Context: an optimization exercise on an open-source flow, tuned for small area. The choices shown serve that exercise and are no tape-out recipe.
Function was checked by simulation only, so behaviour that the tests miss may differ from the original. No driver is modelled on the clock port, so clocking that relies on it looks cheaper here than on a real chip.

===== flow/run.sh =====
#!/bin/bash
# Layout flow: the standard flow (standard.sh) with three changes.
#  1. Synthesis runs the standard flow's own synthesis script (synth_recipe.tcl, which sources ORFS's
#     synth.tcl), but ABC maps the logic with an area-oriented script (flow/abc_area.script)
#     instead of ORFS's delay-oriented one. Flip-flops are mapped by dfflibmap before ABC runs,
#     so the registers (names, count, cell types) are those of the standard synthesis.
#  2. Clock tree synthesis clusters up to 35 sinks within 70 um on clkbuf_16 and inserts no
#     dummy loads.
#  3. Ports are buffered with buf_1.
# Each tool's output goes to a log of its own: synth.log (synthesis), standard.log (the rest);
# ORFS's per-step logs are under orfs/logs.
set -euo pipefail
here=$(pwd)

# abc wrapper: swap the mapping script, drop the delay target
cat > synth_area.tcl <<EOT
proc abc {args} {
  set i [lsearch -exact \$args -script]
  if { \$i >= 0 } { set args [lreplace \$args [expr {\$i + 1}] [expr {\$i + 1}] $here/flow/abc_area.script] }
  set j [lsearch -exact \$args -D]
  if { \$j >= 0 } { set args [lreplace \$args \$j [expr {\$j + 1}]] }
  yosys abc {*}\$args
}
EOT
cat synth_recipe.tcl >> synth_area.tcl

make -C "$FLOW_HOME" DESIGN_CONFIG="$here/config.mk" WORK_HOME="$here/orfs" CLKGATE_MAP_FILE= \
  SYNTH_SCRIPT="$here/synth_area.tcl" synth > synth.log 2>&1

export CTS_ARGS="-sink_clustering_enable -repair_clock_nets -sink_clustering_size 36 -sink_clustering_max_diameter 75 -buf_list sky130_fd_sc_hd__clkbuf_16 -dont_use_dummy_load"
export BUFFER_PORTS_ARGS="-buffer_cell sky130_fd_sc_hd__buf_1"
bash standard.sh > standard.log 2>&1

===== flow/abc_area.script =====
strash
dc2
dch -f
amap -m
topo

===== standard.sh =====
#!/bin/bash
# synth_recipe.tcl (not shown) runs the flow's synth.tcl, then flattens the netlist and writes it again
# the make line also repeats each setting of config.mk as NAME=value (left out here)
make -C /OpenROAD-flow-scripts/flow DESIGN_CONFIG=/design/flow/config.mk WORK_HOME=/design/flow/orfs CLKGATE_MAP_FILE= SYNTH_SCRIPT=/design/flow/synth_recipe.tcl "${@:-finish}"

===== config.mk =====
export PLATFORM = sky130hd
export DESIGN_NAME = edabk_uart_tx
export DESIGN_NICKNAME = edabk_uart_tx
export VERILOG_FILES = /design/flow/design.v
export SDC_FILE = /design/flow/constraint.sdc
export NUM_CORES = 8
export LEC_CHECK = 0
export CAP_MARGIN = 10
export CORE_MARGIN = 2
export CORE_UTILIZATION = 60
export PLACE_DENSITY = 0.65
export SLEW_MARGIN = 10

===== constraint.sdc =====
create_clock -name core_clock -period 10.0 [get_ports {clk}]
set_input_delay 2.0000 -clock core_clock [delete_from_list [all_inputs] [get_ports {clk}]]
set_output_delay 2.0000 -clock core_clock [all_outputs]
set_load 0.01 [all_outputs]

===== design.v =====
module baud_generator #(
  parameter CLK_FREQ   = 100000000                              ,  
  parameter CLK_DIV    = 8                               ,  
  parameter BAUDRATE   = 9600                              ,  
  parameter BAUD_WIDTH = $clog2(CLK_FREQ/(2 * CLK_DIV * 1200))         
)
(
  input        clk     ,  
  input        reset_n ,  
  input  [2:0] baudrate,  
  output reg   bclk    ,  
  output       bclk_rise  
);
  reg [BAUD_WIDTH-1:0] divisor;  
  wire                 tick   ;  
  reg [BAUD_WIDTH-1:0] count  ;  
  always @(baudrate) begin : divisor_select
    case (baudrate)
      3'b000 : begin
        divisor = 100000000/(2 * CLK_DIV * 1200) - 1;
      end
      3'b001 : begin
        divisor = 100000000/(2 * CLK_DIV * 2400) - 1;
      end
      3'b010 : begin
        divisor = 100000000/(2 * CLK_DIV * 4800) - 1;
      end
      3'b011 : begin
        divisor = 100000000/(2 * CLK_DIV * 9600) - 1;
      end
      3'b100 : begin
        divisor = 100000000/(2 * CLK_DIV * 19200) - 1;
      end
      3'b101 : begin
        divisor = 100000000/(2 * CLK_DIV * 38400) - 1;
      end
      3'b110 : begin
        divisor = 100000000/(2 * CLK_DIV * 57600) - 1;
      end
      3'b111 : begin
        divisor = 100000000/(2 * CLK_DIV * 115200) - 1;
      end
      default : begin
        divisor = 0;
      end
    endcase
  end : divisor_select
  assign tick = (divisor == count);
  assign bclk_rise = tick & ~bclk;
  always @(posedge clk, negedge reset_n) begin : count_process
    if (~reset_n) begin
      count <= 0;
    end
    else begin
      count <= (tick == 0) ? count + 1 : 0;
    end
  end : count_process
  always @(posedge clk, negedge reset_n) begin : bclk_assignment
    if (~reset_n) begin
      bclk <= 0;
    end
    else begin
      bclk <= (tick == 0) ? bclk : ~bclk;
    end
  end : bclk_assignment
endmodule
module edabk_uart_tx #(
  parameter DATA_WIDTH    = 8        ,  
  parameter ADDRESS_WIDTH = 8   
)
(
  input                   clk       ,   
  input                   reset_n   ,   
  input  [2:0]            baudrate  ,   
  input                   parity    ,   
  input                   write     ,   
  input  [DATA_WIDTH-1:0] write_data,   
  input                   flush     ,   
  output                  tx_out    ,   
  output                  tx_busy   ,   
  output                  fifo_empty,   
  output                  fifo_full     
);
  localparam NS = 1 << ADDRESS_WIDTH;   
  localparam PB = 3;                    
  localparam NP = NS >> PB;             
  localparam DL = (1 << PB) - 1;        
  wire bclk   ;  
  wire bclk_en;  
  baud_generator baud_generator (
    .clk      (clk      ),
    .reset_n  (reset_n  ),
    .baudrate (baudrate ),
    .bclk     (bclk     ),
    .bclk_rise(bclk_en  )
  );
  reg  [ADDRESS_WIDTH-1:0] wd   ;  
  reg  [ADDRESS_WIDTH-1:0] rd   ;  
  reg  [ADDRESS_WIDTH-1:0] id   ;  
  reg                      empty;
  reg                      full ;
  reg                      busy ;
  wire we  = write & ~full & ~flush;        
  wire pop = bclk_en & ~busy & ~empty;      
  assign fifo_empty = empty;
  assign fifo_full  = full;
  assign tx_busy    = busy;
  always @(posedge clk, negedge reset_n) begin : flags
    if (~reset_n) begin
      full  <= 1'b0;
      empty <= 1'b1;
    end else if (flush) begin
      full  <= 1'b0;
      empty <= 1'b1;
    end else begin
      full  <= ((wd == rd + 1'b1) & we & ~pop) | (full & ~pop);
      empty <= ((rd == wd + 1'b1) & pop & ~we) | (empty & ~we);
    end
  end
  reg  [DATA_WIDTH-1:0] dly [0:DL-1];  
  reg  [DL-1:0]         dv          ;  
  reg  [PB-1:0]         osel        ;  
  integer               k           ;
  always @(*) begin : oldest
    osel = 0;
    for (k = 0; k < DL; k = k + 1)
      if (dv[k]) osel = k;
  end
  wire                  pend = |dv;                             
  wire                  ins  = (id[PB-1:0] == 0) & (pend | we);  
  wire [DATA_WIDTH-1:0] din  = pend ? dly[osel] : write_data;
  always @(posedge clk) begin : delay_line
    dly[0] <= write_data;
    for (k = 1; k < DL; k = k + 1)
      dly[k] <= dly[k-1];
  end
  always @(posedge clk, negedge reset_n) begin : delay_valid
    if (~reset_n) begin
      dv <= 0;
    end else begin
      dv[0] <= we & ~(ins & ~pend);
      for (k = 1; k < DL; k = k + 1)
        dv[k] <= dv[k-1] & ~(ins & pend & (osel == k - 1)) & ~flush;
    end
  end
  always @(posedge clk, negedge reset_n) begin : pointers
    if (~reset_n) begin
      wd <= 0;
      rd <= 0;
      id <= 0;
    end else if (flush) begin
      wd <= 0;
      rd <= 0;
      id <= 0;
    end else begin
      wd <= we  ? wd : wd + 1'b1;
      rd <= pop ? rd : rd + 1'b1;
      id <= ins ? id : id + 1'b1;
    end
  end
  reg  [NS*DATA_WIDTH-1:0] ring;            
  wire [NS*DATA_WIDTH-1:0] ring_in;         
  wire [DATA_WIDTH-1:0]    pin  [0:NP-1];   
  genvar p;
  generate
    for (p = 0; p < NP; p = p + 1) begin : port
      wire [DATA_WIDTH-1:0] prev = ring[((p << PB) + NS - 1) % NS * DATA_WIDTH +: DATA_WIDTH];
      assign pin[p] = ~((ins && id[ADDRESS_WIDTH-1:PB] == p) ? (p % 2 ? din : ~din) : prev);
      assign ring_in[(p << PB) * DATA_WIDTH +: DATA_WIDTH] = pin[p];
      assign ring_in[((p << PB) + 1) * DATA_WIDTH +: ((1 << PB) - 1) * DATA_WIDTH] =
             ring[(p << PB) * DATA_WIDTH +: ((1 << PB) - 1) * DATA_WIDTH];
    end
  endgenerate
  always @(posedge clk) begin : ring_shift
    ring <= ring_in;
  end
  wire [DATA_WIDTH-1:0] tap    = pin[0];
  wire                  at_tap = (rd == 0);
  reg [DATA_WIDTH-1:0] head;  
  reg [6:0]            step;  
  reg                  pf  ;  
  reg                  pbit;  
  wire hfree = ~busy | (step[6:3] >= 4'd9);
  always @(posedge clk) begin : head_register
    if (hfree & empty & we)
      head <= write_data;
    else if (hfree & ~empty & at_tap)
      head <= tap;
  end
  always @(posedge clk, negedge reset_n) begin : busy_flag
    if (~reset_n) begin
      busy <= 1'b0;
    end else if (bclk_en) begin
      if (~busy)
        busy <= ~empty;
      else if (step == (pf ? 7'd88 : 7'd80))
        busy <= 1'b0;
    end
  end
  always @(posedge clk) begin : frame_counter
    step <= (bclk_en & ~busy) ? 7'd0 : step + (bclk_en & busy);
  end
  always @(posedge clk) begin : frame_setup
    if (bclk_en & ~busy) begin
      pf   <= parity;
      pbit <= ~parity | ~(^head);
    end
  end
  reg tx;
  always @(*) begin : serial_out
    case (step[6:3])
      4'd0    : tx = 1'b0;
      4'd1    : tx = head[0];
      4'd2    : tx = head[1];
      4'd3    : tx = head[2];
      4'd4    : tx = head[3];
      4'd5    : tx = head[4];
      4'd6    : tx = head[5];
      4'd7    : tx = head[6];
      4'd8    : tx = head[7];
      4'd9    : tx = pbit;
      default : tx = 1'b1;
    endcase
  end
  assign tx_out = ~busy | tx;
endmodule

==> run summary <==
[logic make-up after synthesis]
group,after synthesis,synth area share
AO/OA/AOI/OAI,416,0.05553
XOR/XNOR,1,0.0001824
adder cells (fa/ha/maj),15,0.003909
buffers and inverters,119,0.009302
flip-flops,2169,0.9114
AND/OR/NAND/NOR,213,0.01967
[synth_stat cells, types with 2 or more instances]
cell / number
a21oi_1: 28
o32ai_1: 8
a311oi_1: 5
o211ai_1: 2
o21ai_0: 30
o22ai_1: 293
nand4_1: 19
o311a_1: 2
nor2_1: 104
edfxtp_1: 10
nand3_1: 6
nor4_1: 3
a22oi_1: 9
a211oi_1: 14
a22o_1: 2
o21bai_1: 2
a2111oi_0: 4
ha_1: 15
a221oi_1: 2
dfxtp_1: 2111
and3_1: 9
nand2_1: 37
nor3_1: 27
clkinv_1: 119
a31oi_1: 3
a222oi_1: 8
nor2b_1: 4
dfrtp_1: 47
[placed cells by master (no fill, tap or decap), types with 10 or more instances in the layout]
master and n:
a211oi_1 14, ha_1 15, nor3_1 27, o21ai_0 30
nand2_1 37, buf_1 18, edfxtp_1 10, dfrtp_1 47
buf_4 21, clkbuf_16 73, dfxtp_1 2111, a21oi_1 28
o22ai_1 293, nor2_1 104, clkinv_1 114, nand4_1 19
[worst reg2reg max path: stages (launching register included)]
cell and delay, ns:
dfrtp_1 0.41, clkinv_1 0.07, a21oi_1 0.07, o21ai_0 0.37, clkinv_1 0.22, nor2_1 0.77
a22oi_1 0.15, nand3_1 0.13, a211oi_1 0.08, o32ai_4 0.20, buf_4 0.51, clkinv_1 0.64
buf_4 0.44, o22ai_1 0.32, nand2_1 0.08, o21ai_0 0.15
[per-layer routing]
layer	vias up	part of all wire
li1	9926	-
met1	9659	0.49
met2	310	0.45
met3	126	0.038
met4	0	0.028
met5	-	0
[final cells by class]
class,instances,area share
sequential,2169,0.8490
multi-input combinational,645,0.07689
clock buffer,73,0.03544
tap,1050,0.02549
inverter,119,0.008665
timing repair buffer,40,0.004466
antenna,2,0.00009709
[stage by stage]
stage / setup WS [ns] / hold slack [ns] / util / instances
floorplan: 3.928 / 0.3096 / - / 2933
global placement: 3.792 / 0.3096 / 0.6283 / 4023
detailed placement: 3.804 / 0.3121 / 0.6283 / 4023
CTS: 4.414 / 0.2882 / 0.6514 / 4096
global route: 3.939 / 0.2998 / 0.6514 / 4096
finish: 4.400 / 0.2846 / 0.6515 / 4098
[path summary, 6_finish.rpt]
path | start | to | slack (ns) | cells after the start
max in group asynchronous | reset_n | baud_generator.count[10] | 8.03 | 2
setup reg to reg | dv[2] | head[6] | 5.19 | 15
setup / recovery | baudrate[1] | rd[2] | 4.40 | 15
hold reg to reg | ring[752] | ring[760] | 0.28 | 0
hold / removal | ring[752] | ring[760] | 0.28 | 0
min in group asynchronous | reset_n | id[1] | 1.47 | 2
[registers in the layout, indices dropped and copies added, names as in the netlist]
| signal | count |
|---|---|
| ring | 2048 |
| dly | 56 |
| baud_generator.count | 13 |
| head | 8 |
| id | 8 |
| rd | 8 |
| wd | 8 |
| dv | 7 |
| step | 7 |
| baud_generator.bclk | 1 |
| busy | 1 |
| empty | 1 |
| full | 1 |
| pbit | 1 |
| pf | 1 |
[power by group through the flow]
stage | Clock, uW | Combinational (uW) | Sequential (uW)
2_1_floorplan | 0 | 269 | 9550
3_3_place_gp | 0 | 740 | 9630
3_5_place_dp | 0 | 740 | 9630
4_1_cts | 3690 | 745 | 9460
5_1_grt | 3970 | 759 | 9510
6_report | 3590 | 731 | 9450
==> results.sh <==
export IMPL_portBuffers=19
export IMPL_fin_crit_sh=0.5600
export IMPL_finalMaxSlewViolations=0
export IMPL_gr_total_overflow=0
export IMPL_grt_pass1_wl_um=113400
export IMPL_numCtsBuffers=73
export IMPL_grt_max_degree=49
export IMPL_path_cells="buf_1 -> clkinv_1 -> ha_1 -> o22ai_1 -> a21oi_1 -> a2111o_1 -> a2111oi_0 -> nand4b_1 -> nor4_2 -> buf_4 -> nand2_1 -> nor2_1 -> clkinv_1 -> o21ai_0 -> o22ai_1"
export IMPL_wirelength_um=74730
export IMPL_ys_types=38
export IMPL_num_vias=20020
export IMPL_end_kind="register"
export IMPL_cts_tree="built"
export IMPL_fillers=5603
export IMPL_slew_headroom=0.2271
export IMPL_drive_gt1_frac=0.03611
export IMPL_cap_violations=0
export IMPL_fmax_mhz=178.6
export IMPL_p_sw_uw=3011
export IMPL_cp_start_kind="primary input"
export IMPL_status="no timing/DRC/antenna violations"
export IMPL_dpl_cell_area_um2=49720
export IMPL_yosysTopAreaCellShare=0.8801
export IMPL_htreeDepth=3
export IMPL_clkLatencyLatePin_ns=0.66
export IMPL_antenna_found_initial=1
export IMPL_cp_required_ns=10.43
export IMPL_die_w_um=286.9
export IMPL_ys_flop_type="dfxtp_1"
export IMPL_rsz0062_at_grt="false"
export IMPL_synthTopCellsByArea="dfxtp_1 88%, o22ai_1 3.8%, dfrtp_1 2.4%, clkinv_1 0.93%, nor2_1 0.81%"
export IMPL_synthCells=2933
export IMPL_cts_resized=0
export IMPL_vias_per_cell=4.886
export IMPL_comb_power_share=0.053
export IMPL_post_cts_setup_buffers=0
export IMPL_ys_seq_area_frac=0.9114
export IMPL_cp_arrival_ns=6.03
export IMPL_cpPeakStageDelay_ns=0.81
export IMPL_drt_iter0_markers=1229
export IMPL_die_h_um=286.9
export IMPL_synth_top_area_cell="dfxtp_1"
export IMPL_setup_tns_final_ns=0
export IMPL_ys_ff_latch=2169
export IMPL_critPathMaxFanout=15
export IMPL_clock_sinks=2169
export IMPL_critPathKind="in -> reg"
export IMPL_rows=103
export IMPL_nets=3079
export IMPL_clkPwrFrac=0.260
export IMPL_p_leak_uw=0.02016
export IMPL_core_area_um2=79130
export IMPL_worst_slew_pin_slew_ns=1.157
export IMPL_cp_slowest_cell="o21ai_0"
export IMPL_path_clk_slew_ns=0.12
export IMPL_grtUsageMet2=0.2842
export IMPL_use_met1=0.2646
export IMPL_synth_warnings=3
export IMPL_setup_violations_final=0
export IMPL_power_density_nw_per_um2=267.1
export IMPL_skew_ns=0.06875
export IMPL_synth_nets=2964
export IMPL_ant_nets=0
export IMPL_crit_buf_inv=4
export IMPL_drcViolationCount=0
export IMPL_synth_edf_count=10
export IMPL_seqPwrFrac=0.686
export IMPL_dieArea_um2=82310
export IMPL_max_clock_path_buffers=3
export IMPL_post_route_min_period_ns=5.600
export IMPL_cts_root_buf="clkbuf_16"
export IMPL_finalHoldViolations=0
export IMPL_swShare=0.2187
export IMPL_drt_pass1_iter_count=5
export IMPL_hp_class="reg -> reg"
export IMPL_ctsHoldBuffers=0
export IMPL_crit_family="compound AO/OA/AOI/OAI gates"
export IMPL_gp_routability_congestion=0.7814
export IMPL_multi_input_area_um2=3964
export IMPL_drt_wirelength_per_cell_um=18.24
export IMPL_netlist_area_um2=48020
export IMPL_grt_usage=0.1826
export IMPL_grt_busiest_layer="met2"
export IMPL_seqCellArea_um2=43760
export IMPL_avgSynthCellArea_um2=16.37
export IMPL_p_int_uw=10760
export IMPL_ir_drop_mv=0.2067
export IMPL_start_util=0.6068
export IMPL_dpl_hpwl_um=42150
export IMPL_ys_async_sr_fraction=0.02213
export IMPL_power_uw=13770
export IMPL_grt_pass1_vias=19560
export IMPL_gr_usage_met3=0.02960
export IMPL_design_area_um2=51550
export IMPL_ios=20
export IMPL_areaGrowthSynthToFinish_pct=7.356

## separate check: timing with driven ports
How much do the figures lean on ideal ports? The routed layout below was timed once more, with nothing changed but the port constraints. Step 1 sets driving cells, clkbuf_16 on the clock port and buf_2 on the other inputs (assumed; they add their load-dependent delay and slew). Step 2 adds t to the input delays and takes it off the output delays; t is the mean of the earliest and latest rising clock arrival at the registers after step 1. Input paths then give back, and output paths get back, about the clock's delay inside the block. Three values: ideal, step 1, step 2; two values: the first two.
t, ns: 0.676
setup slack, ns: 4.400 / 4.440 / 3.764
cell pins on the clock port's net: 1
After both steps this run still meets setup and hold. The setup slack of this run moves by +0.040 ns with the drivers and by -0.636 ns with both steps.
